What follows belongs to an exercise in optimizing a design on an open flow for small area and a short achievable clock period; a production flow would make more cautious choices.
The RTL was checked by simulation tests, not by an equivalence proof against the original design.

==> inputs of run Y <==
// P_MUL
module P_MUL(
    clk,
    rst_n,
    in_1,
    in_2,
    in_3,
    in_4,
    in_valid,
    out_valid,
    out
);
==> flow/config.mk <==
export PLATFORM = sky130hd
export DESIGN_NAME = P_MUL
export DESIGN_NICKNAME = P_MUL
export VERILOG_FILES = /design/flow/design.v
export SDC_FILE = /design/flow/constraint.sdc
export NUM_CORES = 4
export LEC_CHECK = 0
export CAP_MARGIN = 20
export CORE_MARGIN = 2
export CORE_UTILIZATION = 30
export PLACE_DENSITY = 0.5
export SLEW_MARGIN = 20
export SYNTH_HIERARCHICAL = 1
==> flow/constraint.sdc <==
create_clock -name core_clock -period 9.0 [get_ports {clk}]
set_input_delay 1.8000 -clock core_clock [delete_from_list [all_inputs] [get_ports {clk}]]
set_output_delay 1.8000 -clock core_clock [all_outputs]
set_load 0.01 [all_outputs]
standard.sh (not shown) runs the stock make flow with config.mk's settings and CLKGATE_MAP_FILE= SYNTH_SCRIPT=/design/flow/synth_recipe.tcl, a recipe that flattens the netlist after the stock synthesis.
==> flow/flow/run.sh <==
#!/bin/bash
set -euo pipefail
export BUFFER_PORTS_ARGS="-buffer_cell sky130_fd_sc_hd__buf_2"
export SETUP_SLACK_MARGIN=5.7
bash standard.sh synth > synth.log 2>&1
R=orfs/results/${FLOW_PLATFORM}/P_MUL/base
LIB=${FLOW_HOME}/platforms/${FLOW_PLATFORM}/lib/sky130_fd_sc_hd__tt_025C_1v80.lib \
ODB_IN=$R/1_synth.odb ODB_OUT=$R/1_synth.odb \
  openroad -no_init -exit flow/downsize.tcl > downsize.log 2>&1
touch $R/1_synth.sdc
bash standard.sh finish > standard.log 2>&1
==> flow/flow/downsize.tcl <==
# Downsize the combinational cells that synthesis (ABC) upsized to their
# smallest (_1) variant; timing repair later upsizes only where needed.
read_liberty $::env(LIB)
read_db $::env(ODB_IN)
set n 0
foreach inst [[ord::get_db_block] getInsts] {
  set m [[$inst getMaster] getName]
  if {[regexp {^(sky130_fd_sc_hd__(a22oi|a21oi|o21ai|o22ai|a21o|o21a|xnor2|xor2|nand2|nor2|nand3|nor3|inv|and2|or2|a211oi|o211ai|a31oi|o31ai|nand2b|nor2b|mux2i|a2bb2oi|o2bb2ai|xnor3|xor3|ha|fa))_([0-9]+)$} $m -> base kind size]} {
    if {$size > 1} {
      set new [[ord::get_db] findMaster ${base}_1]
      if {$new != "NULL"} { $inst swapMaster $new; incr n }
    }
  }
}
puts "downsized $n instances"
write_db $::env(ODB_OUT)
==> run D: changes against run Y <==
==> flow/flow/run.sh (replaced) <==
#!/bin/bash
# Own layout flow: the standard layout (standard.sh: the standard synthesis
# and ORFS steps, unchanged) with two settings passed through the environment:
#  - the port buffers inserted before global placement are buf_2 cells
#    (every input and output port still gets its own buffer);
set -euo pipefail
export BUFFER_PORTS_ARGS="-buffer_cell sky130_fd_sc_hd__buf_2"
export SETUP_SLACK_MARGIN=5.8
bash standard.sh finish > standard.log 2>&1
removed: flow/flow/downsize.tcl
==> comparison table <==
|  | run Y | run D |
|---|---|---|
| Critical path startpoint | two[6] | sa[6] |
| Number of tapcells | 3185 | 3384 |
| Outcome | no timing/DRC/antenna violations | no timing/DRC/antenna violations |
| Setup WS pre-CTS | 4.690 ns | 4.733 ns |
| Post-layout minimum cycle time | 3.394 ns | 3.239 ns |
| Clock tree skew after final layout | 0.05538 ns | 0.06539 ns |
| Worst stage delay on the critical path | 1.08 ns | 0.68 ns |
| First DRT Iteration DRCs | 8597 | 7282 |
| Post-layout util | 33.74% | 34.27% |
| Count of TritonRoute iterations in the first routing pass | 14 | 7 |
| Core region area | 241000 µm² | 256700 µm² |
| Met1 routing resource usage after global routing | 33.78% | 33.64% |
| Post-route clock period utilization | 37.71% | 35.99% |
| Post-Syn Area per Cell | 11.00 µm² | 11.69 µm² |
| Sequential portion of the cell area | 21.73% | 20.04% |
| Total non-filler cell area in the finished layout | 81300 µm² | 87980 µm² |
| Total of clock buffers placed in the layout | 133 | 143 |
| Post-CTS setup buffer count | 6 | 28 |
| Average wire per standard cell | 35.50 µm | 35.08 µm |
| Number of global-route vias before repair | 60880 | 61110 |

## afterwards: timing with drivers on the ports
Ports are ideal in the flow. The routed layouts listed here were re-timed in OpenROAD. Step 1 assumes that a clkbuf_16 drives the clock port and a buf_2 every other input. Step 2 also shifts input and output timing later by t, the mid clock arrival at the registers, as if the neighbouring blocks saw the same clock. Three values: ideal, step 1, step 2; two values: the first two.
| run | shift t [ns] | setup slack, ns | worst register clock-pin slew, ns |
|---|---|---|---|
| run Y | 0.859 | 5.606 / 5.606 / 4.944 | 0.07 / 0.07 |
| run D | 0.867 | 5.761 / 5.761 / 5.012 | 0.07 / 0.07 |
After both steps setup and hold are still met in every run listed. For run D, which loses most, drivers alone change the setup slack by 0.000 ns; drivers and shift together by -0.749 ns.
